What follows belongs to an exercise in optimizing a design on an open flow for small area and a short achievable clock period; a production flow would make more cautious choices.
RTL that was checked went through simulation tests only; none was proved equivalent to the original.
No functional check of the RTL was part of runs 1 to 6.
Power and IR drop assume default switching activity.

$ cat flow/constraint.sdc
create_clock -name core_clock -period 5.5 [get_ports {clk}]
set_input_delay 1.1000 -clock core_clock [delete_from_list [all_inputs] [get_ports {clk}]]
set_output_delay 1.1000 -clock core_clock [all_outputs]
set_load 0.01 [all_outputs]
$ cat flow/design.v
module softplus8_pla (
    input  wire clk,
    input  wire rst,
    input  wire signed [15:0] x,
    output wire [15:0] y
);
  wire neg0 = x[15];
  wire tz0 = ~|x[6:0];
  wire [3:0] am0 = x[10:7] ^ {4{neg0}};
  wire big0 = neg0 ? ~&x[14:11] : |x[14:11];
  wire pos0 = ~neg0;                                         
  wire ge9 = am0[3] & (am0[2] | am0[1] | am0[0]);
  wire seg70 = ~neg0 & (big0 | ge9);                         
  wire zero0 = neg0 & (big0 | (am0[3] & am0[2]) | (am0 == 4'd11 & tz0));   
  wire [2:0] jh0 = (big0 | ge9) ? 3'd0 :
                   {am0 <= 4'd2, am0 >= 4'd3 & am0 <= 4'd5, am0 >= 4'd6};    
  wire inc0 = tz0 & ~big0 & (neg0 ? (am0 == 4'd2 | am0 == 4'd5) : am0 == 4'd9);
  wire dec0 = tz0 & ~big0 & (neg0 ? am0 == 4'd8 : (am0 == 4'd3 | am0 == 4'd6));
  wire [7:0] u0 = pos0 ? 8'd128 - {1'b0, x[6:0]} : {1'b0, x[6:0]};
  wire [7:0] K0;
  assign K0[0] = (~am0[0] & am0[1]) | (~am0[2] & ~am0[3]) | (am0[1] & am0[3]) | (~am0[0] & ~am0[2]) | (am0[0] & ~am0[1] & am0[2]);
  assign K0[1] = (~am0[0] & ~am0[3]) | (am0[1] & ~am0[2]);
  assign K0[2] = (~am0[1] & ~am0[2]) | (am0[0] & ~am0[2] & ~am0[3]) | (am0[0] & ~am0[1]);
  assign K0[3] = (am0[0] & ~am0[1] & ~am0[3]) | (am0[2]);
  assign K0[4] = (am0[0] & ~am0[1] & ~am0[2] & ~am0[3]) | (~am0[0] & am0[1] & ~am0[2] & ~am0[3]) | (~am0[0] & ~am0[1] & am0[2]);
  assign K0[5] = (am0[1] & ~am0[2] & ~am0[3]);
  assign K0[6] = (am0[0] & ~am0[1] & ~am0[2] & ~am0[3]);
  assign K0[7] = (~am0[0] & ~am0[1] & ~am0[2] & ~am0[3]);
  wire [7:0] Ke0 = zero0 ? 8'd0 : seg70 ? 8'd9 : K0;
  reg [14:7] xh1;
  reg [7:0] u1, Ke1;
  reg [2:0] jh1;
  reg pos1, seg71, ci1, dec1;
  wire [12:0] w = {5'd0, u1};
  wire [12:0] rA = jh1[2] ? w << 5 : jh1[1] ? w << 3 : jh1[0] ? w << 1 : 13'd0;
  wire [12:0] rB = jh1[2] ? w << 3 : jh1[1] ? w << 2 : jh1[0] ? w : 13'd0;
  wire [12:0] rC = jh1[2] ? w << 1 : jh1[1] ? w : 13'd0;
  wire [12:0] s1 = rA ^ rB ^ rC;
  wire [12:0] c1 = ((rA & rB) | (rA & rC) | (rB & rC)) << 1;
  wire [7:0] lo = {1'b0, s1[6:0]} + {1'b0, c1[6:0]};
  wire [5:0] hi = s1[12:7] + c1[12:7];    
  wire usep = pos1 | seg71;
  wire [9:0] Pl = usep ? {2'b0, xh1[7], ~u1[6:0] & {7{~u1[7]}}} : 10'd0;
  wire [9:0] An = seg71 ? {3'b111, ~xh1[14:8]} : {10{dec1}};
  wire [9:0] PK = Pl + {2'b0, Ke1} + An + {9'd0, ci1};
  reg [6:0] ph2;
  reg [9:0] PK2;
  reg [5:0] H2;
  reg c72;
  wire [9:0] sl = PK2 + {4'd0, H2} + {9'd0, c72};
  reg [7:0] fl3;
  reg [6:0] ph3;
  reg [1:0] d3;
  wire [6:0] fh = ph3 + {{5{d3[1]}}, d3};
  reg [14:0] f4;
  always @(posedge clk) begin
    xh1 <= x[14:7]; u1 <= u0; jh1 <= jh0; Ke1 <= Ke0;
    pos1 <= pos0; seg71 <= seg70; dec1 <= dec0;
    ci1 <= tz0 ? ((seg70 & ~x[7]) | inc0) : pos0;
    ph2 <= usep ? xh1[14:8] : 7'd0; PK2 <= PK; H2 <= hi; c72 <= lo[7];
    fl3 <= sl[7:0]; ph3 <= ph2; d3 <= sl[9:8];
  end
  always @(posedge clk or posedge rst)
    if (rst) f4 <= 15'd0;
    else f4 <= {fh, fl3};
  assign y = {1'b0, f4};
endmodule
$ cat flow/run.sh
#!/bin/bash
# synth_recipe.tcl (not shown) runs the flow's synth.tcl, then flattens the netlist and writes it again
# the make line also repeats each setting of config.mk as NAME=value (left out here)
make -C /OpenROAD-flow-scripts/flow DESIGN_CONFIG=/design/flow/config.mk WORK_HOME=/design/flow/orfs CLKGATE_MAP_FILE= SYNTH_SCRIPT=/design/flow/synth_recipe.tcl finish
$ cat flow/config.mk
export PLATFORM = sky130hd
export DESIGN_NAME = softplus8_pla
export DESIGN_NICKNAME = softplus8_pla
export VERILOG_FILES = /design/flow/design.v
export SDC_FILE = /design/flow/constraint.sdc
export NUM_CORES = 4
export LEC_CHECK = 0
export CAP_MARGIN = 20
export CORE_MARGIN = 2
export CORE_UTILIZATION = 70
export SETUP_SLACK_MARGIN = 2.9
export SLEW_MARGIN = 20
==> results of run 1 <==
==> cell families after synthesis <==
kind of cell	after synthesis
other cells	1
fa+ha+maj	54
compound gates	106
xor+xnor	29
flops	87
simple gates	140
mux	3
buf+inv	61
==> per-layer routing <==
metal,track usage,part of all wire,vias up
met5,0,0,-
met4,0.123,0.044,0
met3,0.0710,0.057,39
met2,0.487,0.51,180
met1,0.310,0.39,1720
li1,-,-,1730
==> where the power goes <==
part           internal [W]  switching, W  total, W
combinational      0.000273      0.000264  0.000537
clock              0.000167      0.000234  0.000401
sequential         0.000765     0.0000631  0.000828
==> metrics by stage <==
step	hold WS (ns)	std cells	power, W
5_1_grt	0.335	611	0.00184
4_1_cts	0.325	600	0.00173
6_report	0.325	611	0.00177
3_5_place_dp	0.312	573	0.00132
3_3_place_gp	0.310	573	0.00129
2_1_floorplan	0.310	481	0.00113
==> cell usage after synthesis, types with 4 or more instances <==
cell type,instances,area share
nand2b_1,8,0.011
dfxtp_1,72,0.31
fa_1,21,0.091
xnor2_1,17,0.032
a21oi_1,39,0.042
ha_1,33,0.090
clkbuf_1,14,0.011
a21o_1,7,0.011
dfrtp_1,15,0.082
nand3_1,9,0.0098
o21ai_0,21,0.023
nor2_1,37,0.030
o21bai_1,5,0.0082
and2_1,4,0.0054
and3_1,4,0.0054
nand2_1,36,0.029
nor2b_1,14,0.019
inv_1,43,0.035
xor2_1,12,0.023
nor3_1,7,0.0076
==> flip-flops by register name, indices dropped and copies added (netlist names), 7 cells and up <==
| signal | flops |
|---|---|
| Ke1 | 8 |
| PK2 | 10 |
| f4 | 15 |
| fl3 | 8 |
| ph2 | 7 |
| ph3 | 7 |
| u1 | 8 |
| xh1 | 8 |
==> final timing paths <==
kind	cells after the start	startpoint	endpoint	slack [ns]
setup / recovery	9	u1[7]	PK2[9]	2.75
max in group asynchronous	2	rst	f4[8]	4.09
hold reg to reg	0	ph2[1]	ph3[1]	0.33
hold / removal	0	ph2[1]	ph3[1]	0.33
setup reg to reg	9	u1[7]	PK2[9]	2.75
min in group asynchronous	2	rst	f4[7]	1.06
==> repair_timing <==
item / 4_1_cts / 5_1_grt
pin swaps: 21 / 19
setup buffers: 11 / 11
hold endpoints to repair: 0 / 0
resized for setup: 41 / 15
endpoints found under the setup margin: 19 / 15
cloned: 0 / 0
==> cell type report <==
type	count	area (µm²)
repair buffers	55	492
well taps	77	96.3
clock inverters	6	45.0
clock buffers	10	128
fillers	328	855
flip-flops and latches	87	1830
inverters	43	161
multi-input cells	333	2740
==> metrics.yaml, run 1 <==
status: "finished clean"
grt_pass1_wl_mm: 15.7
synth_compound_area_frac: 0.153
yosys.area_share.simple: 0.154
htree_levels: 3
worst_skew_pair.late_latency_ns: 0.36
peakVddDrop_mv: 0.372
final_cell_mix: "dfxtp_1, inv_1, nand2_1, a21oi_1, nor2_1"
p_leak_nw: 2.45
drv_cap: 0
dpl-instance-area_mm2: 0.00502
dr.pass1.iters: 5
tightest_slew_ns: 0.756
vias_per_cell: 6.00
place_ws_ns: 2.36
hold_violations: 0
setup_ws_ns: 2.75
routed_wl_mm: 10.5
path_cells: "or2_4 > nor2_4 > fa_1 > ha_1 > a21o_1 > a2111oi_4 > o21ai_1 > a21oi_1 > xnor2_1"
critical_path.top_delay_family: "compound AO/OA/AOI/OAI gates"
wire_per_inst_um: 17.2
initial_core_util: 0.725
cts_root_buf: "clkbuf_8"
final_nets: 601
clkTransAtPathRegs_ns: 0.09
routabilityCongestion: 0.946
synth.area.mux_share: 0.00788
finalClockSkew_ns: 0.0129
synth_area_per_cell_um2: 9.57
numCtsBuffers: 9
cts_buffer_depth: 2
synth_top_family_by_area: "adder cells"
finalWorstPathRequiredPeriod_ns: 2.75
cp_max_fo: 6
synth-edff-count: 0
slowest_stage: "fa_1"
synth_fa_ha_area_frac: 0.181
portBuffers: 32
relSlewSlack: 0.496
achievable-frequency_ghz: 0.364
syn-instance-count: 481
cts_tree: "yes"
rsz0062_at_grt: "yes"
critPathCaptureType: "register"
fp.dieH_um: 85.1
crit_type: "register to register"
antenna_cells: 0
num_vias: 3669
grt_pass1_vias: 3457
power_density_mw_per_mm2: 321
drive_above_1_share: 0.165
async_flop_share: 0.172
area_delta_synth_final_pct: 19.3
grt_max_degree: 36
hp-class: "register to register"
synth_nets: 553
post-route-cell-area_mm2: 0.00550
fin_util: 0.865
rows: 29
crit_arrival_ns: 2.99
setup_viol: 0
yosysSeqAreaShare: 0.395
antenna_left: 0
antenna_found_initial: 0
drc_errors: 0
final_common_cell: "dfxtp_1"
hpwl_mm: 6.40
ys_types: 63
path_buf_inv: 0
core_mm2: 0.00635
boundaryPins: 34
yosysWarnings: 1
fin_crit_sh: 0.500
postCtsHoldBufs: 0
grt_usage: 0.275
overflow: 0
syn_area_mm2: 0.00460
synth-main-ff-cell: "dfxtp_1"
first_iter_violations: 230
cp.required_ns: 5.74
yosys_register_bits: 87
clock_sinks: 87
tns_ns: 0
cp-start-kind: "register"
synth_xor_area_frac: 0.0552
die-area_mm2: 0.00724
report.final.slew_viol_count: 0
max_stage_delay_ns: 0.57
die_w_um: 85.1
==> inputs of run 2 (changes only) <==
--- a/flow/design.v
+++ b/flow/design.v
@@ -28,5 +28,7 @@
   assign K0[7] = (~am0[0] & ~am0[1] & ~am0[2] & ~am0[3]);
-  wire [7:0] Ke0 = zero0 ? 8'd0 : seg70 ? 8'd9 : K0;
+  wire [8:0] q70 = {2'b11, ~x[14:8]} + 9'd9 + {8'd0, tz0 & ~x[7]};
+  wire [8:0] Ke0 = zero0 ? 9'd0 : seg70 ? q70 : {1'b0, K0};
   reg [14:7] xh1;
-  reg [7:0] u1, Ke1;
+  reg [7:0] u1;
+  reg [8:0] Ke1;
   reg [2:0] jh1;
@@ -42,5 +44,5 @@
   wire usep = pos1 | seg71;
-  wire [9:0] Pl = usep ? {2'b0, xh1[7], ~u1[6:0] & {7{~u1[7]}}} : 10'd0;
-  wire [9:0] An = seg71 ? {3'b111, ~xh1[14:8]} : {10{dec1}};
-  wire [9:0] PK = Pl + {2'b0, Ke1} + An + {9'd0, ci1};
+  wire [9:0] Pl = dec1 ? {{3{~(usep & xh1[7])}}, 7'h7f} :
+                  usep ? {2'b0, xh1[7], ~u1[6:0] & {7{~u1[7]}}} : 10'd0;
+  wire [9:0] PK = Pl + {Ke1[8], Ke1} + {9'd0, ci1};
   reg [6:0] ph2;
@@ -58,3 +60,3 @@
     pos1 <= pos0; seg71 <= seg70; dec1 <= dec0;
-    ci1 <= tz0 ? ((seg70 & ~x[7]) | inc0) : pos0;
+    ci1 <= tz0 ? inc0 : pos0;
     ph2 <= usep ? xh1[14:8] : 7'd0; PK2 <= PK; H2 <= hi; c72 <= lo[7];
--- a/flow/config.mk
+++ b/flow/config.mk
@@ -10,3 +10,3 @@
 export CORE_UTILIZATION = 70
-export SETUP_SLACK_MARGIN = 2.9
+export SETUP_SLACK_MARGIN = 3.1
 export SLEW_MARGIN = 20
==> run 2 against run 1 <==
Still clean. Sequential cell count grew 1. Via count increased by 2.9%. Critical path depth up 5. Maximum frequency decreased by 5.7%. Clock-buffer cell count increased by 1.
==> metrics.yaml, run 2 <==
die-area_mm2: 0.00715
cp-start-kind: "input port"
clock_sinks: 88
synth.most_common_cell: "dfxtp_1"
finalWorstPathRequiredPeriod_ns: 2.92
fin_crit_sh: 0.530
m1WireLength_mm: 4.31
worst_skew_pair.late_latency_ns: 0.36
synth_xor_area_frac: 0.0597
grt_pass1_vias: 3426
boundaryPins: 34
placed_cells: 562
r2r_slack_ns: 2.93
synth_top_family_by_area: "compound AO/OA/AOI/OAI gates"
relSlewSlack: 0.653
p_total_w: 0.00164
drv_cap: 0
rows: 29
synth.largest_area_cell: "dfxtp_1"
yosys-top-cells-count: "dfxtp_1, inv_1, nor2_1"
first_iter_violations: 303
ys_types: 61
final_cell_mix: "dfxtp_1, nor2_1, inv_1, ha_1, nand2_1"
die_w_um: 84.6
synth_nets: 537
numCtsBuffers: 9
regMostFlops: "f4"
grt_usage: 0.266
cts_buffer_depth: 2
antenna_left: 0
drive_above_1_share: 0.206
timing.hold.ws_ns: 0.321
clkTransAtPathRegs_ns: 0.10
cts_tree: "yes"
hold_violations: 0
dr.max_layer_used: "met4"
finalClockSkew_ns: 0.0107
synth_area_per_cell_um2: 9.67
reg_top3: "f4: 15 flops, PK2: 10 flops, Ke1: 9 flops"
syn_area_mm2: 0.00454
routed_wl_mm: 11.2
tightest_slew_ns: 0.520
yosys.area_share.simple: 0.159
power_density_mw_per_mm2: 295
hpwl_mm: 6.22
largest_reg_flops: 15
area_delta_synth_final_pct: 22.4
synth_compound_area_frac: 0.166
synth-main-ff-cell: "dfxtp_1"
netlist.area_leader.share: 0.322
cp_max_fo: 3
crit_arrival_ns: 3.18
antenna_found_initial: 0
grt_pass1_wl_mm: 15.4
yosys_register_bits: 88
fp.dieH_um: 84.6
yosysSeqAreaShare: 0.404
cp.required_ns: 5.76
synth-edff-count: 0
setup_viol: 0
core_mm2: 0.00631
tns_ns: 0
portBuffers: 32
syn-instance-count: 470
wl_met3_um: 715
p_leak_nw: 2.51
overflow: 0
vias_per_cell: 6.17
drc_errors: 0
synth.area.mux_share: 0.00496
critPathCaptureType: "register"
synth_fa_ha_area_frac: 0.156
antenna_cells: 0
dr_wl_met2_mm: 5.83
postCtsHoldBufs: 0
htree_levels: 3
initial_core_util: 0.720
cts_root_buf: "clkbuf_8"
wire_per_inst_um: 18.2
yosysWarnings: 1
rsz0062_at_grt: "yes"
achievable-frequency_ghz: 0.343
final_nets: 597
routabilityCongestion: 0.912
num_vias: 3774
status: "finished clean"
crit_type: "input port to register"
grt_max_degree: 23
async_flop_share: 0.170
synth_area_leaders: "dfxtp_1, ha_1, dfrtp_1, fa_1, xnor2_1"
hp-class: "register to register"
dr.pass1.iters: 5
report.final.slew_viol_count: 0
peakVddDrop_mv: 0.222
final_common_cell: "dfxtp_1"
fin_cells: 612
[run 2: changes by cell type in the layout (fill, tap and decap cells not counted), moves of 4 or more]
cell / change
a211oi_1: +5
a21oi_1: -10
a311oi_1: +4
buf_6: +7
clkdlybuf4s50_1: -7
dlygate4sd2_1: -4
fa_1: -8
inv_1: -10
nand2_1: -10
nor2_1: +5
nor2_4: -5
nor3_1: -4
o21bai_1: +5
[run 2: logic make-up (layout without fill, tap and decap cells)]
family                   after synthesis  after routing
AO/OA/AOI/OAI                        111            111
XOR/XNOR                              31             31
adder cells (fa/ha/maj)               49             49
buffers and inverters                 55            120
flip-flops                            88             88
multiplexers                           2              2
other                                  1              1
AND/OR/NAND/NOR                      133            133
[run 2: where the power goes]
| part | switching [W] | leakage, nW | internal [W] |
|---|---|---|---|
| Clock | 0.000241 | 0.0822 | 0.000179 |
| Combinational | 0.000210 | 1.64 | 0.000204 |
| Sequential | 0.0000552 | 0.788 | 0.000751 |
| Total | 0.000506 | 2.51 | 0.00113 |
[run 2: metal layers]
layer  global-route usage  vias up
li1                     -     1742
met2                0.484      208
met5                    0        -
met3               0.0501       34
met4               0.0880        0
met1                0.313     1790
[run 2: path summary, 6_finish.rpt]
kind                         from  cells after the start     end
min in group asynchronous     rst                      2   f4[0]
max                          x[0]                     14  Ke1[6]
min reg2reg                fl3[3]                      0   f4[3]
max in group asynchronous     rst                      2   f4[7]
min                        fl3[3]                      0   f4[3]
max reg2reg                jh1[1]                     11   H2[4]
[run 2: critical path, cell delays in order]
cell and delay, ns:
buf_12 0.11, inv_12 0.04, ha_4 0.11, or3b_4 0.40
nor4_4 0.19, nand2_1 0.10, ha_2 0.19, inv_2 0.07
ha_4 0.13, inv_2 0.04, o21ai_2 0.14, nand2_1 0.13
xnor2_1 0.15, a211oi_1 0.26
[run 2: repair_timing]
item                       4_1_cts  5_1_grt
resized for setup               60       36
hold endpoints to repair         0        0
pin swaps                       25       25
setup endpoints to repair       27       20
buffers inserted                20       14
[run 2: area by class of cell]
class / instances / area (µm²)
multi-input combinational: 327 / 2670
sequential: 88 / 1850
fill: 304 / 749
timing repair buffer: 66 / 609
inverter: 38 / 164
clock buffer: 11 / 141
tap: 77 / 96.3
clock inverter: 5 / 40.0
[run 2: stage by stage]
step / setup WS, ns / util / area [µm²]
4_1_cts: 2.73 / 0.851 / 5370
3_5_place_dp: 1.69 / 0.783 / 4940
5_1_grt: 2.58 / 0.881 / 5560
6_report: 2.58 / 0.881 / 5560
3_3_place_gp: 1.79 / 0.783 / 4940
2_1_floorplan: 2.54 / - / 4610
==> inputs of run 3 (changes only) <==
--- a/flow/design.v
+++ b/flow/design.v
@@ -28,4 +28,4 @@
   assign K0[7] = (~am0[0] & ~am0[1] & ~am0[2] & ~am0[3]);
-  wire [8:0] q70 = {2'b11, ~x[14:8]} + 9'd9 + {8'd0, tz0 & ~x[7]};
-  wire [8:0] Ke0 = zero0 ? 9'd0 : seg70 ? q70 : {1'b0, K0};
+  wire nz0 = ~tz0 | x[7];
+  wire [8:0] Ke0 = zero0 ? 9'd0 : seg70 ? (nz0 ? -9'sd119 : -9'sd118) : {1'b0, K0};
   reg [14:7] xh1;
@@ -35,10 +35,9 @@
   reg pos1, seg71, ci1, dec1;
-  wire [12:0] w = {5'd0, u1};
-  wire [12:0] rA = jh1[2] ? w << 5 : jh1[1] ? w << 3 : jh1[0] ? w << 1 : 13'd0;
-  wire [12:0] rB = jh1[2] ? w << 3 : jh1[1] ? w << 2 : jh1[0] ? w : 13'd0;
-  wire [12:0] rC = jh1[2] ? w << 1 : jh1[1] ? w : 13'd0;
-  wire [12:0] s1 = rA ^ rB ^ rC;
-  wire [12:0] c1 = ((rA & rB) | (rA & rC) | (rB & rC)) << 1;
+  wire [13:0] w = {6'd0, u1};
+  wire [13:0] rA = jh1[2] ? w << 5 : jh1[1] ? w << 3 : jh1[0] ? w << 1 : seg71 ? {~xh1[14:8], 7'd0} : 14'd0;
+  wire [13:0] rB = jh1[2] ? w << 3 : jh1[1] ? w << 2 : jh1[0] ? w : 14'd0;
+  wire [13:0] rC = jh1[2] ? w << 1 : jh1[1] ? w : 14'd0;
+  wire [13:0] s1 = rA ^ rB ^ rC;
+  wire [13:0] c1 = ((rA & rB) | (rA & rC) | (rB & rC)) << 1;
   wire [7:0] lo = {1'b0, s1[6:0]} + {1'b0, c1[6:0]};
-  wire [5:0] hi = s1[12:7] + c1[12:7];    
   wire usep = pos1 | seg71;
@@ -49,5 +48,5 @@
   reg [9:0] PK2;
-  reg [5:0] H2;
+  reg [6:0] S2, C2;
   reg c72;
-  wire [9:0] sl = PK2 + {4'd0, H2} + {9'd0, c72};
+  wire [9:0] sl = PK2 + {3'd0, S2} + {3'd0, C2} + {9'd0, c72};
   reg [7:0] fl3;
@@ -61,3 +60,3 @@
     ci1 <= tz0 ? inc0 : pos0;
-    ph2 <= usep ? xh1[14:8] : 7'd0; PK2 <= PK; H2 <= hi; c72 <= lo[7];
+    ph2 <= usep ? xh1[14:8] : 7'd0; PK2 <= PK; S2 <= s1[13:7]; C2 <= c1[13:7]; c72 <= lo[7];
     fl3 <= sl[7:0]; ph3 <= ph2; d3 <= sl[9:8];
--- a/flow/config.mk
+++ b/flow/config.mk
@@ -10,3 +10,3 @@
 export CORE_UTILIZATION = 70
-export SETUP_SLACK_MARGIN = 3.1
+export SETUP_SLACK_MARGIN = 2.9
 export SLEW_MARGIN = 20
==> run 3 against run 2 <==
Global-route usage increased by 1.1 points. First-iteration DRC count decreased by 33%. Sequential cell count increased by 6. Clock-buffer cell count unchanged. Register-to-register slack improved by 0.04 ns. Worst hold slack got worse by 0.0011 ns. Cell count decreased by 3.4%. Sequential power increased by 5.1%. Sequential share of layout area increased by 3.5 points. Synthesized cell count increased by 1.9%. Die area increased by 3.8%. Critical path type unchanged. Critical endpoint is now Ke1[3]. Largest cell class unchanged. Largest power group unchanged. Highest routed layer unchanged.
==> metrics.yaml, run 3 <==
wire_per_inst_um: 16.5
peakVddDrop_mv: 0.163
internal-power_w: 0.00119
tightest_slew_ns: 0.676
cts_tree: "yes"
die-area_mm2: 0.00743
overflow: 0
rows: 29
area_delta_synth_final_pct: 13.2
swShare: 0.295
hold_violations: 0
final_common_cell: "dfxtp_1"
netlist.area_leader.share: 0.335
antenna_cells: 0
power_density_mw_per_mm2: 315
synth_area_per_cell_um2: 9.87
die_w_um: 86.2
power.switching_w: 0.000498
core_mm2: 0.00642
setup_viol: 0
status: "finished clean"
yosys-top-cells-count: "dfxtp_1, nor2_1, nand2_1"
grt_max_degree: 34
routed_wl_mm: 9.74
synth_nets: 547
clkTransAtPathRegs_ns: 0.09
final_cell_mix: "dfxtp_1, nor2_1, nand2_1, ha_1, inv_1"
cp_max_fo: 5
yosysSeqAreaShare: 0.414
achievable-frequency_ghz: 0.377
boundaryPins: 34
finalClockSkew_ns: 0.0100
htree_levels: 3
ys_types: 66
fin_cells: 591
syn_area_mm2: 0.00473
initial_core_util: 0.736
tns_ns: 0
worst_skew_pair.late_latency_ns: 0.35
num_vias: 3616
yosys_register_bits: 94
vias_per_cell: 6.12
synth-edff-count: 0
drv_cap: 0
largest_reg_flops: 15
synth.largest_area_cell: "dfxtp_1"
drc_errors: 0
fin_crit_sh: 0.482
placed_cells: 570
cp-start-kind: "input port"
report.final.slew_viol_count: 0
grt_pass1_vias: 3570
numCtsBuffers: 9
synth_area_leaders: "dfxtp_1, ha_1, dfrtp_1, fa_1, nor2_1"
reg_top3: "f4: 15 flops, PK2: 10 flops, Ke1: 9 flops"
clock_power_share: 0.235
power_frac_seq: 0.503
final_nets: 577
grt_pass1_wl_mm: 16.2
regMostFlops: "f4"
fp.dieH_um: 86.2
power_frac_comb: 0.262
drive_above_1_share: 0.0973
dr.pass1.iters: 7
cts_root_buf: "clkbuf_8"
antenna_found_initial: 0
p_total_w: 0.00169
finalWorstPathRequiredPeriod_ns: 2.65
routabilityCongestion: 0.947
async_flop_share: 0.160
syn-instance-count: 479
critPathCaptureType: "register"
portBuffers: 32
cts_buffer_depth: 2
synth-main-ff-cell: "dfxtp_1"
p_leak_nw: 2.43
grt_usage: 0.276
clock_sinks: 94
crit_type: "input port to register"
relSlewSlack: 0.550
cp.required_ns: 5.74
hpwl_mm: 6.56
synth.most_common_cell: "dfxtp_1"
first_iter_violations: 202
yosysWarnings: 1
rsz0062_at_grt: "yes"
antenna_left: 0
hp-class: "register to register"
crit_arrival_ns: 2.89
run 3: path summary, 6_finish.rpt:
| check | from | to | slack, ns | depth (start not counted) |
|---|---|---|---|---|
| max reg2reg | seg71 | PK2[8] | 2.97 | 9 |
| max in group asynchronous | rst | f4[7] | 4.06 | 2 |
| min | fl3[4] | f4[4] | 0.32 | 0 |
| max | x[12] | Ke1[3] | 2.85 | 5 |
| min in group asynchronous | rst | f4[4] | 1.09 | 2 |
| min reg2reg | fl3[4] | f4[4] | 0.32 | 0 |
run 3: stage by stage:
step / setup slack, ns / util / hold WS, ns / instance area, µm²
after floorplan: 2.92 / - / 0.310 / 4730
after global placement: 2.17 / 0.782 / 0.310 / 5020
after detailed placement: 2.12 / 0.782 / 0.312 / 5020
after CTS: 2.91 / 0.822 / 0.320 / 5280
after global routing: 2.83 / 0.833 / 0.332 / 5350
final: 2.85 / 0.833 / 0.320 / 5350
run 3: cell type report:
| type | instances | area [µm²] |
|---|---|---|
| inverter | 30 | 113 |
| clock buffer | 11 | 131 |
| timing repair buffer | 38 | 394 |
| sequential | 94 | 1960 |
| fill | 391 | 1070 |
| multi-input combinational | 336 | 2620 |
| clock inverter | 5 | 38.8 |
| tap | 77 | 96.3 |
run 3: worst max-delay path: stages:
cell and delay [ns]:
clkdlybuf4s50_1 0.49, nor4_4 0.37, a2bb2oi_1 0.22, o31a_2 0.43, a311oi_1 0.28
run 3: routing by layer:
metal | up-vias | global-route usage | wire length (µm)
met5 | - | 0 | 0
met4 | 0 | 0.139 | 493
met3 | 48 | 0.0495 | 553
met2 | 159 | 0.491 | 4830
met1 | 1673 | 0.319 | 3860
li1 | 1736 | - | -
run 3: power groups by stage:
stage          Combinational, W  Sequential, W  Clock, W
6_report               0.000442       0.000848  0.000396
4_1_cts                0.000433       0.000849  0.000399
3_3_place_gp           0.000403       0.000860         0
3_5_place_dp           0.000422       0.000865         0
5_1_grt                0.000487       0.000861  0.000425
2_1_floorplan          0.000237       0.000878         0
run 3: timing repair:
item | 4_1_cts | 5_1_grt
setup buffers | 0 | 4
hold buffers | 0 | 0
gates resized for setup | 21 | 19
pin swaps | 2 | 5
gates cloned | 1 | 0
endpoints found under the setup margin | 12 | 14
run 3: logic make-up after synthesis:
logic type,Yosys count,synth area share
AO/OA/AOI/OAI,118,0.172
XOR/XNOR,26,0.0482
other,1,0.000793
AND/OR/NAND/NOR,140,0.152
buffers and inverters,49,0.0521
flip-flops,94,0.414
multiplexers,1,0.00238
adder cells (fa/ha/maj),50,0.158
==> inputs of run 4 (changes only) <==
--- a/flow/config.mk
+++ b/flow/config.mk
@@ -10,2 +10,4 @@
 export CORE_UTILIZATION = 70
+export CTS_CLUSTER_DIAMETER = 100
+export CTS_CLUSTER_SIZE = 40
 export SETUP_SLACK_MARGIN = 2.9
==> run 4 against run 3 <==
Still clean on timing, DRC and antenna. Cell count is the same. Sequential cell count unchanged. Clock-buffer cell count unchanged. Design area is the same. Sequential share of layout area is the same. Combinational power hardly changed. Via count unchanged. Register-to-register slack about the same.
==> metrics.yaml, run 4 <==
status: "finished clean"
yosys-top-cells-count: "dfxtp_1, nor2_1, nand2_1"
grt_usage: 0.276
yosysSeqAreaShare: 0.414
final_common_cell: "dfxtp_1"
tightest_slew_ns: 0.676
timing.hold.ws_ns: 0.320
yosys_register_bits: 94
hpwl_mm: 6.56
num_vias: 3616
grt_pass1_vias: 3570
cp_max_fo: 5
synth_area_per_cell_um2: 9.87
fin_util: 0.833
htree_levels: 3
reg_top3: "f4: 15 flops, PK2: 10 flops, Ke1: 9 flops"
postCtsHoldBufs: 0
routabilityCongestion: 0.947
dr.pass1.iters: 7
fin_cells: 591
crit_arrival_ns: 2.89
grt_max_degree: 34
r2r_slack_ns: 2.97
setup_viol: 0
boundaryPins: 34
synth_nets: 547
routed_wl_mm: 9.74
synth_area_leaders: "dfxtp_1, ha_1, dfrtp_1, fa_1, nor2_1"
regMostFlops: "f4"
core_mm2: 0.00642
hp-class: "register to register"
hold_violations: 0
first_iter_violations: 202
wire_per_inst_um: 16.5
drc_errors: 0
power_density_mw_per_mm2: 315
relSlewSlack: 0.550
portBuffers: 32
worst_skew_pair.late_latency_ns: 0.35
antenna_found_initial: 0
ys_types: 66
async_flop_share: 0.160
numCtsBuffers: 9
clkTransAtPathRegs_ns: 0.09
tns_ns: 0
cp-start-kind: "input port"
report.final.slew_viol_count: 0
cp.required_ns: 5.74
rows: 29
min_to: "f4[4]"
cp-startpoint: "x[12]"
overflow: 0
largest_reg_flops: 15
area_delta_synth_final_pct: 13.2
synth-main-ff-cell: "dfxtp_1"
p_leak_nw: 2.43
syn-instance-count: 479
worstHoldPathCells: 0
antenna_cells: 0
finalClockSkew_ns: 0.0100
reg2reg_depth: 9
critPathCaptureType: "register"
synth-edff-count: 0
finalWorstPathRequiredPeriod_ns: 2.65
fill_cells: 391
final_nets: 577
crit_type: "input port to register"
netlist.area_leader.share: 0.335
fin_crit_sh: 0.482
antenna_left: 0
hp-start: "fl3[4]"
reg2reg_from: "seg71"
grt_pass1_wl_mm: 16.2
drive_above_1_share: 0.0973
clock_sinks: 94
die_w_um: 86.2
rsz0062_at_grt: "yes"
final_cell_mix: "dfxtp_1, nor2_1, nand2_1, ha_1, inv_1"
yosysWarnings: 1
synth.largest_area_cell: "dfxtp_1"
syn_area_mm2: 0.00473
placed_cells: 570
die-area_mm2: 0.00743
drv_cap: 0
vias_per_cell: 6.12
peakVddDrop_mv: 0.163
cts_buffer_depth: 2
achievable-frequency_ghz: 0.377
cts_tree: "yes"
cts_root_buf: "clkbuf_8"
r2r_end: "PK2[8]"
synth.most_common_cell: "dfxtp_1"
initial_core_util: 0.736
fp.dieH_um: 86.2
==> run 4: cell counts after synthesis <==
Identical to the previous run, type by type.
==> run 4: power by group <==
part,switching [W],internal (W),total [W]
logic,0.000219,0.000223,0.000442
registers,0.0000492,0.000799,0.000848
clock network,0.000230,0.000166,0.000396
==> run 4: worst max-delay path by stage <==
stage	endpoint	depth (start not counted)
global placement	Ke1[3]	5
CTS	Ke1[2]	5
global route	Ke1[3]	5
finish	Ke1[3]	5
detailed placement	Ke1[3]	5
floorplan	c72	10
==> run 4: repair_timing <==
item	CTS	global route
gates resized for setup	21	19
pin swaps	2	5
setup buffers	0	4
endpoints found under the setup margin	12	14
gates cloned	1	0
==> run 4: final cells by class <==
cell class / instances / area (µm²) / area share
Inverter: 30 / 113 / 0.0210
Clock inverter: 5 / 38.8 / 0.00725
Timing Repair Buffer: 38 / 394 / 0.0737
Multi-Input combinational cell: 336 / 2620 / 0.489
Sequential cell: 94 / 1960 / 0.367
Tap cell: 77 / 96.3 / 0.0180
Clock buffer: 11 / 131 / 0.0246
==> run 4: cell families (layout without fill, tap and decap cells) <==
group / count (synthesis) / after routing / synth area share
fa+ha+maj: 50 / 50 / 0.158
buf+inv: 49 / 84 / 0.0521
compound gates: 118 / 118 / 0.172
simple gates: 140 / 140 / 0.152
mux: 1 / 1 / 0.00238
other cells: 1 / 1 / 0.000793
flops: 94 / 94 / 0.414
xor+xnor: 26 / 26 / 0.0482
==> run 4: routing by layer <==
metal	vias up	GRT usage	routed length, µm
met5	-	0	0
met4	0	0.139	493
met3	48	0.0495	553
met2	159	0.491	4830
met1	1673	0.319	3860
li1	1736	-	-
==> run 4: critical path, stage by stage <==
cell             delay [ns]
clkdlybuf4s50_1        0.49
nor4_4                 0.37
a2bb2oi_1              0.22
o31a_2                 0.43
a311oi_1               0.28
==> run 4: through the flow <==
| stage | setup WS [ns] | power, W | instance area [µm²] |
|---|---|---|---|
| floorplan | 2.92 | 0.00111 | 4730 |
| global placement | 2.17 | 0.00126 | 5020 |
| detailed placement | 2.12 | 0.00129 | 5020 |
| CTS | 2.91 | 0.00168 | 5280 |
| global route | 2.83 | 0.00177 | 5350 |
| finish | 2.85 | 0.00169 | 5350 |
==> inputs of run 5 (changes only) <==
--- a/flow/config.mk
+++ b/flow/config.mk
@@ -10,5 +10,3 @@
 export CORE_UTILIZATION = 70
-export CTS_CLUSTER_DIAMETER = 100
-export CTS_CLUSTER_SIZE = 40
-export SETUP_SLACK_MARGIN = 2.9
+export SETUP_SLACK_MARGIN = 2.7
 export SLEW_MARGIN = 20
==> run 5 against run 4 <==
Die area is the same. Global-route usage shrank 0.92 points. Cell count shrank 0.51%. Non-clock buffer count shrank 3. Critical path depth grew 1. Clock skew shrank 0.0049 ns. Combinational power shrank 2%. Power grew 3.0%. Sequential cell count is the same. Setup slack lost 0.090 ns. Clock-buffer cell count shrank 1.
==> metrics.yaml, run 5 <==
placed_cells: 570
grt_pass1_wl_mm: 15.5
crit_type: "input port to register"
cp.required_ns: 5.72
fill_cells: 424
vias_per_cell: 6.04
relSlewSlack: 0.491
max_stage_delay_ns: 0.50
grt_pass1_vias: 3486
ys_types: 66
power_frac_seq: 0.489
antenna_cells: 0
critPathCaptureType: "register"
yosysWarnings: 1
cp.depth: 6
overflow: 0
worstHoldPathCells: 0
reg_top3: "f4: 15 flops, PK2: 10 flops, Ke1: 9 flops"
yosys-top-cells-count: "dfxtp_1, nor2_1, nand2_1"
yosysSeqAreaShare: 0.414
clkTransAtPathRegs_ns: 0.10
hold_violations: 0
synth-edff-count: 0
clock_power_share: 0.260
boundaryPins: 34
reg2reg_depth: 10
dpl-instance-area_mm2: 0.00502
drive_above_1_share: 0.0802
path_buf_inv: 2
area_delta_synth_final_pct: 11.5
synth_nets: 547
core_mm2: 0.00642
cp-start-kind: "input port"
synth_area_per_cell_um2: 9.87
syn-instance-count: 479
htree_levels: 3
regMostFlops: "f4"
netlist.area_leader.share: 0.335
cp_max_fo: 36
portBuffers: 32
p_leak_nw: 2.37
worst_skew_pair.late_latency_ns: 0.37
status: "finished clean"
rows: 29
achievable-frequency_ghz: 0.365
cts_root_buf: "clkbuf_8"
drv_cap: 0
dr.pass1.iters: 5
internal-power_w: 0.00121
tightest_slew_ns: 0.744
antenna_left: 0
grt_usage: 0.267
final_nets: 574
fin_cells: 588
fin_util: 0.821
critical_path.top_delay_family: "buffers and inverters"
async_flop_share: 0.160
routed_wl_mm: 9.15
clock_sinks: 94
power_frac_comb: 0.251
synth.largest_area_cell: "dfxtp_1"
wire_per_inst_um: 15.6
postCtsHoldBufs: 0
crit_arrival_ns: 2.96
drc_errors: 0
report.final.slew_viol_count: 0
peakVddDrop_mv: 0.142
synth.most_common_cell: "dfxtp_1"
yosys_register_bits: 94
cts_tree: "yes"
timing.hold.ws_ns: 0.329
power.switching_w: 0.000528
grt_max_degree: 37
initial_core_util: 0.736
fin_crit_sh: 0.498
setup_viol: 0
synth_area_leaders: "dfxtp_1, ha_1, dfrtp_1, fa_1, nor2_1"
first_iter_violations: 185
final_cell_mix: "dfxtp_1, nor2_1, nand2_1, ha_1, inv_1"
cts_buffer_depth: 2
largest_reg_flops: 15
final_common_cell: "dfxtp_1"
antenna_found_initial: 0
routabilityCongestion: 0.925
slowest_stage: "clkdlybuf4s50_1"
tns_ns: 0
hp-class: "register to register"
syn_area_mm2: 0.00473
finalClockSkew_ns: 0.00509
hpwl_mm: 6.64
synth-main-ff-cell: "dfxtp_1"
swShare: 0.304
finalWorstPathRequiredPeriod_ns: 2.74
fp.dieH_um: 86.2
numCtsBuffers: 9
die_w_um: 86.2
post-route-cell-area_mm2: 0.00527
power_density_mw_per_mm2: 329
num_vias: 3553
path_cells: "clkdlybuf4s50_1 > buf_12 > or3b_2 > a2111oi_2 > o31a_2 > a311oi_1"
die-area_mm2: 0.00743
rsz0062_at_grt: "yes"
run 5: power groups by stage:
| stage | Combinational (W) | Sequential (W) | Clock, W |
|---|---|---|---|
| 2_1_floorplan | 0.000237 | 0.000877 | 0 |
| 3_3_place_gp | 0.000403 | 0.000860 | 0 |
| 3_5_place_dp | 0.000424 | 0.000866 | 0 |
| 4_1_cts | 0.000429 | 0.000850 | 0.000459 |
| 5_1_grt | 0.000482 | 0.000861 | 0.000481 |
| 6_report | 0.000435 | 0.000849 | 0.000451 |
run 5: logic make-up (layout without fill, tap and decap cells):
family          count (synthesis)  in the layout  share of synthesized area
compound gates                118            118                      0.172
xor+xnor                       26             26                     0.0482
fa+ha+maj                      50             50                      0.158
buf+inv                        49             81                     0.0521
flops                          94             94                      0.414
mux                             1              1                    0.00238
other cells                     1              1                   0.000793
simple gates                  140            140                      0.152
run 5: stage by stage:
stage               total power [W]  setup WS, ns
finish                      0.00174          2.76
global route                0.00182          2.66
CTS                         0.00174          2.70
detailed placement          0.00129          2.04
global placement            0.00126          2.16
floorplan                   0.00111          2.85
run 5: worst paths after layout:
check / startpoint / end / slack [ns]
hold reg to reg: fl3[4] / f4[4] / 0.33
hold / removal: fl3[4] / f4[4] / 0.33
min in group asynchronous: rst / f4[10] / 1.06
setup / recovery: x[15] / Ke1[3] / 2.76
setup reg to reg: jh1[1] / c72 / 2.82
max in group asynchronous: rst / f4[8] / 4.10
run 5: area by class of cell:
cell class	instances	area, µm²	share of cell area
timing repair buffer	35	355	0.0674
sequential	94	1960	0.372
clock inverter	6	57.6	0.0109
inverter	30	113	0.0214
multi-input combinational	336	2550	0.484
clock buffer	10	138	0.0261
tap	77	96.3	0.0183
run 5: layer usage:
layer  wire length [µm]  vias to the layer above  global-route usage
li1                   -                     1730                   -
met1               3790                     1655               0.313
met2               4520                      130               0.458
met3                435                       38              0.0486
met4                409                        0               0.156
met5                  0                        -                   0
run 5: what timing repair did:
item	in CTS	in global routing
cloned	0	0
setup endpoints to repair	6	11
pin swaps	0	2
buffers inserted	0	2
gates resized for setup	8	8
==> inputs of run 6 (changes only) <==
==> flow/flow/run.sh (new file) <==
#!/bin/bash
set -o pipefail
cp standard.sh standard_copy.log
export BUFFER_PORTS_ARGS="-buffer_cell sky130_fd_sc_hd__buf_2"
bash standard.sh > standard.log 2>&1
==> flow/standard.sh (new file) <==
#!/bin/bash
# synth_recipe.tcl (not shown) runs the flow's synth.tcl, then flattens the netlist and writes it again
# the make line also repeats each setting of config.mk as NAME=value (left out here)
make -C /OpenROAD-flow-scripts/flow DESIGN_CONFIG=/design/flow/config.mk WORK_HOME=/design/flow/orfs CLKGATE_MAP_FILE= SYNTH_SCRIPT=/design/flow/synth_recipe.tcl "${@:-finish}"
--- a/flow/config.mk
+++ b/flow/config.mk
@@ -7,2 +7,3 @@
 export LEC_CHECK = 0
+export ABC_AREA = 1
 export CAP_MARGIN = 20
@@ -10,3 +11,3 @@
 export CORE_UTILIZATION = 70
-export SETUP_SLACK_MARGIN = 2.7
+export SETUP_SLACK_MARGIN = 3.3
 export SLEW_MARGIN = 20
removed: flow/run.sh
==> run 6 against run 5 <==
Still clean. First-iteration DRC count increased by 0.54%. Clock skew is 0.0087 ns higher. Die area is 2.6% lower. Sequential power about the same. Synthesized area decreased by 2.8%. Maximum frequency is 22% higher. Power shrank 3.3%. Sequential share of layout area rose by 0.77 points. Worst hold slack got worse by 0.0012 ns. Design area down 1.7%. Synthesized cell count is 9.4% higher. Critical endpoint is now c72. Largest cell class unchanged. Highest routed layer unchanged.
==> metrics.yaml, run 6 <==
status: "finished clean"
fin_crit_sh: 0.408
routed_wl_mm: 9.38
met3_usage: 0.0545
vias_per_cell: 5.47
antenna_left: 0
die-area_mm2: 0.00723
cts_tree: "yes"
dpl-instance-area_mm2: 0.00480
cp_max_fo: 9
drive_above_1_share: 0.180
tightest_slew_ns: 0.527
clkTransAtPathRegs_ns: 0.10
syn_area_mm2: 0.00460
antenna_cells: 0
numCtsBuffers: 9
yosysSeqAreaShare: 0.426
hpwl_mm: 6.81
rows: 29
synth_fa_ha_area_frac: 0.162
post-route-cell-area_mm2: 0.00518
routabilityCongestion: 0.960
antenna_found_initial: 0
clock_sinks: 94
core_mm2: 0.00635
postCtsHoldBufs: 0
crit_type: "register to register"
power_density_mw_per_mm2: 324
worst_skew_pair.late_latency_ns: 0.36
synth_xor_area_frac: 0.0476
initial_core_util: 0.724
setup_viol: 0
met1_usage: 0.285
hp-class: "register to register"
critPathCaptureType: "register"
hold_violations: 0
max_stage_delay_ns: 0.44
wire_per_inst_um: 14.4
final_cell_mix: "nand2_1, dfxtp_1, inv_1, nor2_1, buf_2"
cp.required_ns: 5.74
async_flop_share: 0.160
peakVddDrop_mv: 0.317
yosysWarnings: 1
overflow: 0
path_cells: "inv_2 > nand2_1 > inv_2 > buf_4 > a21oi_4 > nor2_2 > fa_1 > ha_1 > nand2_1 > inv_1 > nand4_1 > o211ai_1"
final_nets: 637
finalClockSkew_ns: 0.0138
drc_errors: 0
reg_top3: "f4: 15 flops, PK2: 10 flops, Ke1: 9 flops"
worstHoldPathCells: 0
yosys_register_bits: 94
num_vias: 3554
netlist.area_leader.share: 0.344
rsz0062_at_grt: "yes"
crit_arrival_ns: 2.48
synth.most_common_cell: "nand2_1"
cp.depth: 12
cts_root_buf: "clkbuf_8"
reg2reg_depth: 12
critical_path.top_delay_family: "adder cells"
cp-start-kind: "register"
grt_usage: 0.260
grt_pass1_vias: 3420
portBuffers: 32
synth-main-ff-cell: "dfxtp_1"
ys_types: 42
synth_compound_area_frac: 0.0917
use_met2: 0.474
finalWorstPathRequiredPeriod_ns: 2.24
cts_buffer_depth: 2
tns_ns: 0
boundaryPins: 34
syn-instance-count: 524
p_total_w: 0.00168
area_delta_synth_final_pct: 12.7
largest_reg_flops: 15
slowest_stage: "fa_1"
fp.dieH_um: 85.0
synth.area.mux_share: 0
relSlewSlack: 0.648
htree_levels: 3
synth_nets: 592
p_leak_nw: 2.71
synth.largest_area_cell: "dfxtp_1"
die_w_um: 85.0
achievable-frequency_ghz: 0.446
drv_cap: 0
synth_top_family_by_area: "simple AND/OR/NAND/NOR gates"
synth_area_per_cell_um2: 8.77
grt_max_degree: 20
yosys.area_share.simple: 0.194
dr.pass1.iters: 6
path_buf_inv: 4
regMostFlops: "f4"
busiest_layer: "met2"
grt_pass1_wl_mm: 14.8
first_iter_violations: 186
report.final.slew_viol_count: 0
yosys-top-cells-count: "nand2_1, dfxtp_1, inv_1"
synth_area_leaders: "dfxtp_1, ha_1, dfrtp_1, nand2_1, fa_1"
fill_cells: 420
synth-edff-count: 0
final_common_cell: "nand2_1"
[run 6: layer usage]
| layer | vias to the layer above | wire (µm) |
|---|---|---|
| met2 | 148 | 4930 |
| met1 | 1619 | 3640 |
| met3 | 32 | 526 |
| met4 | 0 | 285 |
| met5 | - | 0 |
| li1 | 1755 | - |
[run 6: path summary, 6_finish.rpt]
check | start | to | slack (ns)
max reg2reg | jh1[1] | c72 | 3.26
min | ph2[1] | ph3[1] | 0.33
min in group asynchronous | rst | f4[10] | 0.76
max | jh1[1] | c72 | 3.26
max in group asynchronous | rst | f4[3] | 4.38
min reg2reg | ph2[1] | ph3[1] | 0.33
[run 6: worst register-to-register path, stage by stage (launching register included)]
cell and delay [ns]:
dfxtp_4 0.42, inv_2 0.08, nand2_1 0.09, inv_2 0.08, buf_4 0.15, a21oi_4 0.15, nor2_2 0.07, fa_1 0.44
ha_1 0.33, nand2_1 0.11, inv_1 0.06, nand4_1 0.07, o211ai_1 0.09
[run 6: kinds of logic (layout without fill, tap and decap cells)]
kind of cell | after synthesis | after routing
AND/OR/NAND/NOR | 197 | 197
flip-flops | 94 | 94
buffers and inverters | 85 | 134
AO/OA/AOI/OAI | 72 | 72
adder cells (fa/ha/maj) | 50 | 50
XOR/XNOR | 25 | 25
other | 1 | 1
[run 6: cell type report]
type / instances / area [µm²] / area share
clock buffers: 9 / 124 / 0.0239
flip-flops and latches: 94 / 1970 / 0.379
well taps: 77 / 96.3 / 0.0186
inverters: 76 / 305 / 0.0589
clock inverters: 6 / 71.3 / 0.0138
repair buffers: 43 / 254 / 0.0490
multi-input cells: 345 / 2370 / 0.457
[run 6: timing repair]
action / 4_1_cts / 5_1_grt
gates resized for setup: 8 / 24
pin swaps: 0 / 8
setup endpoints to repair: 6 / 4
buffers inserted: 3 / 8
[run 6: stage by stage]
step                      setup slack (ns)  std cells  utilization  hold slack [ns]
after floorplan                       3.42        524            -            0.310
after global routing                  3.17        650        0.816            0.339
after CTS                             3.30        642        0.793            0.332
final                                 3.26        650        0.816            0.328
after detailed placement              2.95        624        0.755            0.314
after global placement                3.05        624        0.755            0.311
[run 6: report_power, final]
group	switching, W	leakage (nW)	internal [W]
registers	0.0000463	0.838	0.000800
clock network	0.000243	0.0923	0.000212
logic	0.000227	1.78	0.000149
total	0.000516	2.71	0.00116
==> inputs of run 7 (changes only) <==
--- a/flow/design.v
+++ b/flow/design.v
@@ -29,8 +29,7 @@
   wire nz0 = ~tz0 | x[7];
-  wire [8:0] Ke0 = zero0 ? 9'd0 : seg70 ? (nz0 ? -9'sd119 : -9'sd118) : {1'b0, K0};
   reg [14:7] xh1;
   reg [7:0] u1;
-  reg [8:0] Ke1;
+  reg [7:0] K1;
   reg [2:0] jh1;
-  reg pos1, seg71, ci1, dec1;
+  reg pos1, seg71, zero1, nz1, ci1, dec1;
   wire [13:0] w = {6'd0, u1};
@@ -45,3 +44,4 @@
                   usep ? {2'b0, xh1[7], ~u1[6:0] & {7{~u1[7]}}} : 10'd0;
-  wire [9:0] PK = Pl + {Ke1[8], Ke1} + {9'd0, ci1};
+  wire [9:0] Ke = zero1 ? 10'd0 : seg71 ? (nz1 ? -10'sd119 : -10'sd118) : {2'b0, K1};
+  wire [9:0] PK = Pl + Ke + {9'd0, ci1};
   reg [6:0] ph2;
@@ -57,4 +57,4 @@
   always @(posedge clk) begin
-    xh1 <= x[14:7]; u1 <= u0; jh1 <= jh0; Ke1 <= Ke0;
-    pos1 <= pos0; seg71 <= seg70; dec1 <= dec0;
+    xh1 <= x[14:7]; u1 <= u0; jh1 <= jh0; K1 <= K0;
+    pos1 <= pos0; seg71 <= seg70; zero1 <= zero0; nz1 <= nz0; dec1 <= dec0;
     ci1 <= tz0 ? inc0 : pos0;
--- a/flow/config.mk
+++ b/flow/config.mk
@@ -7,3 +7,2 @@
 export LEC_CHECK = 0
-export ABC_AREA = 1
 export CAP_MARGIN = 20
@@ -11,3 +10,3 @@
 export CORE_UTILIZATION = 70
-export SETUP_SLACK_MARGIN = 3.3
+export SETUP_SLACK_MARGIN = 3.0
 export SLEW_MARGIN = 20
==> run 7 against run 6 <==
Still clean. Cell count down 9.1%. Design area fell by 1.2%. Non-clock buffer count is 5 lower. Worst hold slack better by 0.0049 ns. Maximum frequency fell by 7.9%. Die area is 0.86% higher. Via count down 4.2%. Register-to-register slack worse by 0.19 ns. Critical path type unchanged. Largest power group unchanged.
==> metrics.yaml, run 7 <==
grt_usage: 0.250
final_nets: 577
hold_violations: 0
routed_wl_mm: 8.43
synth-main-ff-cell: "dfxtp_1"
antenna_left: 0
antenna_found_initial: 0
netlist.area_leader.share: 0.345
clkTransAtPathRegs_ns: 0.09
regMostFlops: "f4"
internal-power_w: 0.00120
relSlewSlack: 0.652
initial_core_util: 0.726
swShare: 0.297
finalClockSkew_ns: 0.00901
htree_levels: 3
synth_area_leaders: "dfxtp_1, ha_1, dfrtp_1, fa_1, nor2_1"
numCtsBuffers: 9
crit_type: "register to register"
worst_skew_pair.late_latency_ns: 0.36
setup_viol: 0
fp.dieH_um: 85.4
finalWorstPathRequiredPeriod_ns: 2.44
grt_pass1_vias: 3292
power_density_mw_per_mm2: 334
cp.required_ns: 5.76
power_frac_comb: 0.229
rsz0062_at_grt: "yes"
place_ws_ns: 2.59
achievable-frequency_ghz: 0.411
die_w_um: 85.4
synth.largest_area_cell: "dfxtp_1"
wire_per_inst_um: 14.3
area_delta_synth_final_pct: 10.4
async_flop_share: 0.158
final_cell_mix: "dfxtp_1, nor2_1, ha_1, inv_1, buf_2"
overflow: 0
yosysWarnings: 1
cp_max_fo: 8
final_common_cell: "dfxtp_1"
first_iter_violations: 147
reg_top3: "f4: 15 flops, PK2: 10 flops"
cts_buffer_depth: 2
setup_ws_ns: 3.06
clock_power_share: 0.270
synth_nets: 545
report.final.slew_viol_count: 0
hpwl_mm: 6.44
vias_per_cell: 5.76
p_leak_nw: 2.39
postCtsHoldBufs: 0
cp-start-kind: "register"
drc_errors: 0
yosys_register_bits: 95
boundaryPins: 34
routabilityCongestion: 0.956
synth_area_per_cell_um2: 9.72
num_vias: 3404
grt_pass1_wl_mm: 14.3
rows: 29
clock_sinks: 95
status: "finished clean"
syn_area_mm2: 0.00464
drive_above_1_share: 0.150
largest_reg_flops: 15
crit_arrival_ns: 2.70
portBuffers: 32
tightest_slew_ns: 0.521
tns_ns: 0
power.switching_w: 0.000507
fin_util: 0.802
dr.pass1.iters: 5
power_frac_seq: 0.502
grt_max_degree: 32
yosysSeqAreaShare: 0.426
synth.most_common_cell: "dfxtp_1"
critPathCaptureType: "register"
drv_cap: 0
hp-class: "register to register"
synth-edff-count: 0
antenna_cells: 0
cts_tree: "yes"
syn-instance-count: 477
cts_root_buf: "clkbuf_8"
ys_types: 61
fin_crit_sh: 0.443
yosys-top-cells-count: "dfxtp_1, nor2_1, ha_1"
peakVddDrop_mv: 0.296
die-area_mm2: 0.00729
core_mm2: 0.00639
==> run 7: cell count changes after synthesis, sizes merged, moves of 9 or more <==
| cell | previous run | this run |
|---|---|---|
| xor2 | 24 | 11 |
| nand2b | 0 | 9 |
| inv | 75 | 33 |
| nand3 | 28 | 6 |
| nand2 | 106 | 31 |
| xnor2 | 1 | 14 |
| a21oi | 31 | 19 |
| nor2b | 0 | 16 |
==> run 7: final timing paths <==
path	start	endpoint	slack, ns	cells past startpoint
worst max-delay path	jh1[0]	c72	3.06	9
worst min-delay path	fl3[1]	f4[1]	0.33	0
worst max register to register	jh1[0]	c72	3.06	9
worst min register to register	fl3[1]	f4[1]	0.33	0
max in group asynchronous	rst	f4[8]	4.39	2
min in group asynchronous	rst	f4[12]	0.75	2
==> run 7: area by class of cell <==
cell class	count	area (µm²)
Clock buffer	9	124
Clock inverter	7	81.3
Sequential cell	95	1990
Tap cell	77	96.3
Fill cell	439	1270
Inverter	33	128
Timing Repair Buffer	38	205
Multi-Input combinational cell	332	2490
==> run 7: what timing repair did <==
action	4_1_cts	5_1_grt
resized for setup	9	8
pin swaps	0	9
setup buffers	3	3
endpoints found under the setup margin	7	7
==> run 7: per-stage QoR <==
stage	power, W	hold slack (ns)	cell area [µm²]	cells
4_1_cts	0.00171	0.333	5070	588
5_1_grt	0.00180	0.341	5120	591
3_3_place_gp	0.00124	0.311	4820	569
2_1_floorplan	0.00114	0.310	4640	477
3_5_place_dp	0.00126	0.313	4820	569
6_report	0.00171	0.333	5120	591
==> run 7: critical path: stages, from the launching register on <==
cell and delay, ns:
dfxtp_2 0.34, nor2b_4 0.14, a22o_1 0.21, mux2_4 0.27, fa_1 0.47, ha_1 0.30
a21o_1 0.16, a21o_1 0.15, a21o_1 0.15, a21o_1 0.15
==> run 7: power groups by stage <==
stage,registers (W),clock network [W],logic [W]
after floorplan,0.000890,0,0.000246
after global placement,0.000871,0,0.000366
after detailed placement,0.000875,0,0.000384
after CTS,0.000859,0.000468,0.000387
after global routing,0.000871,0.000492,0.000438
final,0.000856,0.000461,0.000390
==> run 7: cell families (layout without fill, tap and decap cells) <==
kind of cell	after synthesis	count (layout)	share of synthesized area
compound gates	107	107	0.152
xor+xnor	25	25	0.0472
fa+ha+maj	50	50	0.161
buf+inv	50	87	0.0424
flops	95	95	0.426
mux	5	5	0.0132
other cells	1	1	0.000809
simple gates	144	144	0.157
==> run 7: routing by layer <==
layer,global-route usage,vias to the layer above,share of wire
met2,0.455,122,0.50
met3,0.0428,26,0.055
met4,0.137,0,0.035
met5,0,-,0
met1,0.273,1550,0.41
li1,-,1706,-
==> inputs of run 8 (changes only) <==
--- a/flow/config.mk
+++ b/flow/config.mk
@@ -10,3 +10,3 @@
 export CORE_UTILIZATION = 70
-export SETUP_SLACK_MARGIN = 3.0
+export SETUP_SLACK_MARGIN = 2.9
 export SLEW_MARGIN = 20
==> run 8 against run 7 <==
Clock skew fell by 0.00062 ns. Power fell by 1.2%. Sequential power barely moved. Global-route usage rose by 0.057 points. Clock-buffer cell count rose by 2. Combinational power barely moved. Register-to-register slack got worse by 0.02 ns.
==> metrics.yaml, run 8 <==
slowest_stage: "fa_1"
rsz0062_at_grt: "no"
async_flop_share: 0.158
antenna_cells: 0
swShare: 0.290
first_iter_violations: 117
timing.hold.ws_ns: 0.333
boundaryPins: 34
vias_per_cell: 5.74
crit_type: "register to register"
cp-start-kind: "register"
routed_wl_mm: 8.41
status: "finished clean"
seqCellArea_mm2: 0.00199
final_common_cell: "dfxtp_1"
hp-class: "register to register"
report.final.slew_viol_count: 0
yosysWarnings: 1
synth_nets: 545
internal-power_w: 0.00120
clkTransAtPathRegs_ns: 0.08
rows: 29
power_density_mw_per_mm2: 330
wire_per_inst_um: 14.2
yosys-top-cells-count: "dfxtp_1, nor2_1, ha_1"
die_w_um: 85.4
clock_power_share: 0.260
die-area_mm2: 0.00729
postCtsHoldBufs: 0
path_cells: "nor2_4 > or2_1 > o21bai_1 > fa_2 > inv_1 > fa_1 > nor2b_2 > o2111ai_1 > a31oi_1 > xor2_1"
antenna_left: 0
overflow: 0
yosysSeqAreaShare: 0.426
netlist.area_leader.share: 0.345
drv_cap: 0
crit_arrival_ns: 2.74
cp_max_fo: 8
cts_root_buf: "clkbuf_8"
final_nets: 579
largest_reg_flops: 15
ys_types: 61
peakVddDrop_mv: 0.250
drc_errors: 0
drive_above_1_share: 0.145
dr.pass1.iters: 5
syn-instance-count: 477
tightest_slew_ns: 0.526
power_frac_seq: 0.508
critPathCaptureType: "register"
power_frac_comb: 0.232
clock_sinks: 95
worst_skew_pair.late_latency_ns: 0.35
yosys_register_bits: 95
grt_pass1_vias: 3285
routabilityCongestion: 0.970
path_buf_inv: 1
p_leak_nw: 2.39
initial_core_util: 0.726
cp.required_ns: 5.79
synth-main-ff-cell: "dfxtp_1"
power.switching_w: 0.000489
core_mm2: 0.00639
synth_area_leaders: "dfxtp_1, ha_1, dfrtp_1, fa_1, nor2_1"
finalClockSkew_ns: 0.00839
max_stage_delay_ns: 0.41
fill_cells: 420
fp.dieH_um: 85.4
relSlewSlack: 0.649
fin_crit_sh: 0.447
portBuffers: 32
reg_top3: "f4: 15 flops, PK2: 10 flops"
antenna_found_initial: 0
final_cell_mix: "dfxtp_1, nor2_1, ha_1, inv_1, buf_2"
grt_max_degree: 32
synth-edff-count: 0
numCtsBuffers: 9
area_delta_synth_final_pct: 10.1
regMostFlops: "f4"
achievable-frequency_ghz: 0.407
synth.most_common_cell: "dfxtp_1"
num_vias: 3404
finalWorstPathRequiredPeriod_ns: 2.46
htree_levels: 3
cts_buffer_depth: 2
multi_input_area_mm2: 0.00248
hpwl_mm: 6.46
setup_viol: 0
cts_tree: "yes"
grt_pass1_wl_mm: 14.3
grt_usage: 0.250
tns_ns: 0
synth.largest_area_cell: "dfxtp_1"
synth_area_per_cell_um2: 9.72
hold_violations: 0
critical_path.top_delay_family: "adder cells"
syn_area_mm2: 0.00464
==> run 8: layout make-up <==
| cell class | count | share of cell area |
|---|---|---|
| multi-input cells | 332 | 0.487 |
| flip-flops and latches | 95 | 0.390 |
| repair buffers | 40 | 0.0431 |
| clock buffers | 11 | 0.0257 |
| inverters | 33 | 0.0250 |
| well taps | 77 | 0.0189 |
| clock inverters | 5 | 0.0113 |
==> run 8: routing by layer <==
metal  global-route usage  part of all wire
met5                    0                 0
met4                0.117             0.025
met3               0.0379             0.050
met2                0.469              0.53
met1                0.274              0.40
==> run 8: worst register-to-register path: stages (launching register included) <==
cell	delay, ns
dfxtp_4	0.38
nor2_4	0.06
or2_1	0.29
o21bai_1	0.23
fa_2	0.25
inv_1	0.05
fa_1	0.41
nor2b_2	0.14
o2111ai_1	0.16
a31oi_1	0.26
xor2_1	0.16
==> run 8: power groups by stage <==
stage	combinational (W)	clock [W]	sequential [W]
2_1_floorplan	0.000246	0	0.000890
3_3_place_gp	0.000365	0	0.000871
3_5_place_dp	0.000384	0	0.000876
4_1_cts	0.000387	0.000447	0.000860
5_1_grt	0.000439	0.000471	0.000873
6_report	0.000391	0.000438	0.000857
==> run 8: per-stage QoR <==
stage / cells / util / cell area (µm²) / worst slack, ns / total power, W
after global placement: 569 / 0.755 / 4820 / 2.64 / 0.00124
after detailed placement: 569 / 0.755 / 4820 / 2.58 / 0.00126
after CTS: 585 / 0.786 / 5020 / 2.90 / 0.00169
after floorplan: 477 / - / 4640 / 2.98 / 0.00114
final: 593 / 0.800 / 5110 / 3.04 / 0.00169
after global routing: 593 / 0.800 / 5110 / 2.91 / 0.00178
==> run 8: final timing paths <==
check / startpoint / endpoint / slack [ns] / cells after the start
max: seg71 / PK2[8] / 3.04 / 10
max reg2reg: seg71 / PK2[8] / 3.04 / 10
min reg2reg: ph2[0] / ph3[0] / 0.33 / 0
min: ph2[0] / ph3[0] / 0.33 / 0
max in group asynchronous: rst / f4[8] / 4.38 / 2
min in group asynchronous: rst / f4[14] / 0.76 / 2
==> run 8: repair_timing <==
action,4_1_cts,5_1_grt
pin swaps,0,2
gates resized for setup,6,8
endpoints found under the setup margin,4,5
setup buffers,0,8
==> run 8: cells by family after synthesis <==
logic type | synth area share
buffers and inverters | 0.0424
adder cells (fa/ha/maj) | 0.161
AND/OR/NAND/NOR | 0.157
AO/OA/AOI/OAI | 0.152
multiplexers | 0.0132
other | 0.000809
flip-flops | 0.426
XOR/XNOR | 0.0472
==> inputs of run 9 (changes only) <==
==> flow/run.sh (new file) <==
#!/bin/bash
# synth_recipe.tcl (not shown) runs the flow's synth.tcl, then flattens the netlist and writes it again
# the make line also repeats each setting of config.mk as NAME=value (left out here)
make -C /OpenROAD-flow-scripts/flow DESIGN_CONFIG=/design/flow/config.mk WORK_HOME=/design/flow/orfs CLKGATE_MAP_FILE= SYNTH_SCRIPT=/design/flow/synth_recipe.tcl finish
removed: flow/flow/run.sh
removed: flow/standard.sh
==> run 9 against run 8 <==
Synthesized area unchanged. Sequential power up 0.7%. First-iteration DRC count up 21%. Via count up 1.1%. Cell count down 0.51%. Maximum frequency down 3.5%. Sequential cell count unchanged. Design area up 3.2%. Utilization up 2.6 points. Clock power up 4.8%. Non-clock buffer count down 3. Clock-buffer cell count down 2.
==> metrics.yaml, run 9 <==
numCtsBuffers: 9
cts_buffer_depth: 2
status: "finished clean"
vias_per_cell: 5.83
fp.dieH_um: 85.4
die-area_mm2: 0.00729
fin_util: 0.826
grt_pass1_vias: 3374
synth.most_common_cell: "dfxtp_1"
setup_viol: 0
area_delta_synth_final_pct: 13.7
first_iter_violations: 142
postCtsHoldBufs: 0
drive_above_1_share: 0.0799
peakVddDrop_mv: 0.379
htree_levels: 3
drc_errors: 0
reg_top3: "f4: 15 flops, PK2: 10 flops"
dr.pass1.iters: 5
cp_max_fo: 31
syn_area_mm2: 0.00464
grt_pass1_wl_mm: 14.4
achievable-frequency_ghz: 0.393
portBuffers: 32
final_cell_mix: "dfxtp_1, nor2_1, ha_1, inv_1, clkdlybuf4s50_1"
crit_type: "input port to register"
netlist.area_leader.share: 0.345
critPathCaptureType: "register"
hpwl_mm: 6.51
report.final.slew_viol_count: 0
cp.required_ns: 5.75
synth_area_leaders: "dfxtp_1, ha_1, dfrtp_1, fa_1, nor2_1"
synth-main-ff-cell: "dfxtp_1"
clock_sinks: 95
tightest_slew_ns: 0.649
clkTransAtPathRegs_ns: 0.09
num_vias: 3441
grt_max_degree: 32
overflow: 0
slowest_stage: "or4_4"
die_w_um: 85.4
ys_types: 61
rsz0062_at_grt: "no"
yosysWarnings: 1
path_cells: "clkdlybuf4s50_1 > buf_6 > or4_4 > mux2_4 > a22o_1"
max_stage_delay_ns: 0.57
finalWorstPathRequiredPeriod_ns: 2.55
core_mm2: 0.00639
boundaryPins: 34
path_buf_inv: 2
worst_skew_pair.late_latency_ns: 0.35
antenna_left: 0
grt_usage: 0.249
largest_reg_flops: 15
syn-instance-count: 477
tns_ns: 0
p_leak_nw: 2.38
cts_tree: "yes"
critical_path.top_delay_family: "buffers and inverters"
hold_violations: 0
initial_core_util: 0.726
cts_root_buf: "clkbuf_8"
synth_nets: 545
power_density_mw_per_mm2: 335
yosys-top-cells-count: "dfxtp_1, nor2_1, ha_1"
wire_per_inst_um: 14.4
routed_wl_mm: 8.47
async_flop_share: 0.158
cp-start-kind: "input port"
final_nets: 576
routabilityCongestion: 0.926
crit_arrival_ns: 2.80
antenna_cells: 0
final_common_cell: "dfxtp_1"
fin_crit_sh: 0.463
antenna_found_initial: 0
yosys_register_bits: 95
p_total_w: 0.00177
fill_cells: 375
rows: 29
synth.largest_area_cell: "dfxtp_1"
synth-edff-count: 0
synth_area_per_cell_um2: 9.72
regMostFlops: "f4"
finalClockSkew_ns: 0.00686
hp-class: "register to register"
relSlewSlack: 0.566
yosysSeqAreaShare: 0.426
drv_cap: 0
run 9: metrics by stage:
stage          cells  hold WS, ns  cell area, µm²  worst slack (ns)
5_1_grt          590        0.339            5270              2.89
2_1_floorplan    477        0.310            4640              2.98
3_3_place_gp     570        0.310            4990              2.59
4_1_cts          586        0.333            5200              2.81
6_report         590        0.332            5270              2.95
3_5_place_dp     570        0.312            4990              2.57
run 9: timing repair:
item	CTS	global route
setup endpoints to repair	7	9
pin swaps	0	1
resized for setup	4	11
setup buffers	0	4
run 9: where the power goes:
part	internal, W	switching [W]	total [W]
combinational	0.000228	0.000215	0.000444
sequential	0.000810	0.0000526	0.000863
clock	0.000215	0.000244	0.000459
run 9: kinds of logic after synthesis:
group           count (synthesis)  synth area share
compound gates                107             0.152
other cells                     1          0.000809
flops                          95             0.426
simple gates                  144             0.157
buf+inv                        50            0.0424
xor+xnor                       25            0.0472
mux                             5            0.0132
fa+ha+maj                      50             0.161
run 9: metal layers:
metal,vias to the layer above,global-route usage,share of wire
met5,-,0,0
met4,0,0.127,0.027
met3,23,0.0399,0.047
met2,101,0.452,0.51
met1,1613,0.280,0.41
li1,1704,-,-
run 9: path summary, 6_finish.rpt:
| path | start | to | slack (ns) | cells after the start |
|---|---|---|---|---|
| setup reg to reg | jh1[1] | c72 | 2.98 | 9 |
| setup / recovery | x[15] | zero1 | 2.95 | 5 |
| hold reg to reg | fl3[7] | f4[7] | 0.33 | 0 |
| min in group asynchronous | rst | f4[14] | 1.07 | 2 |
| hold / removal | fl3[7] | f4[7] | 0.33 | 0 |
| max in group asynchronous | rst | f4[10] | 4.09 | 2 |
run 9: layout make-up:
class	count	area (µm²)	share of cell area
clock buffers	9	124	0.0235
clock inverters	7	80.1	0.0152
inverters	33	128	0.0242
multi-input cells	332	2490	0.473
flip-flops and latches	95	1990	0.377
well taps	77	96.3	0.0183
repair buffers	37	362	0.0686
run 9: worst reg2reg max path, stage by stage (launching register included):
cell,delay (ns)
dfxtp_4,0.45
nor2b_4,0.08
a22o_1,0.19
mux2_2,0.28
fa_1,0.45
ha_1,0.28
a21o_1,0.18
a21o_1,0.17
a21o_1,0.17
a21o_1,0.17

Re-timed with assumed drivers on the ports (clkbuf_16 on the clock, buf_2 on other inputs), run 9 has 2.964 ns of setup slack against 2.953 ns with ideal ports, and 2.583 ns once port delays also move by the mid clock arrival of 0.382 ns.
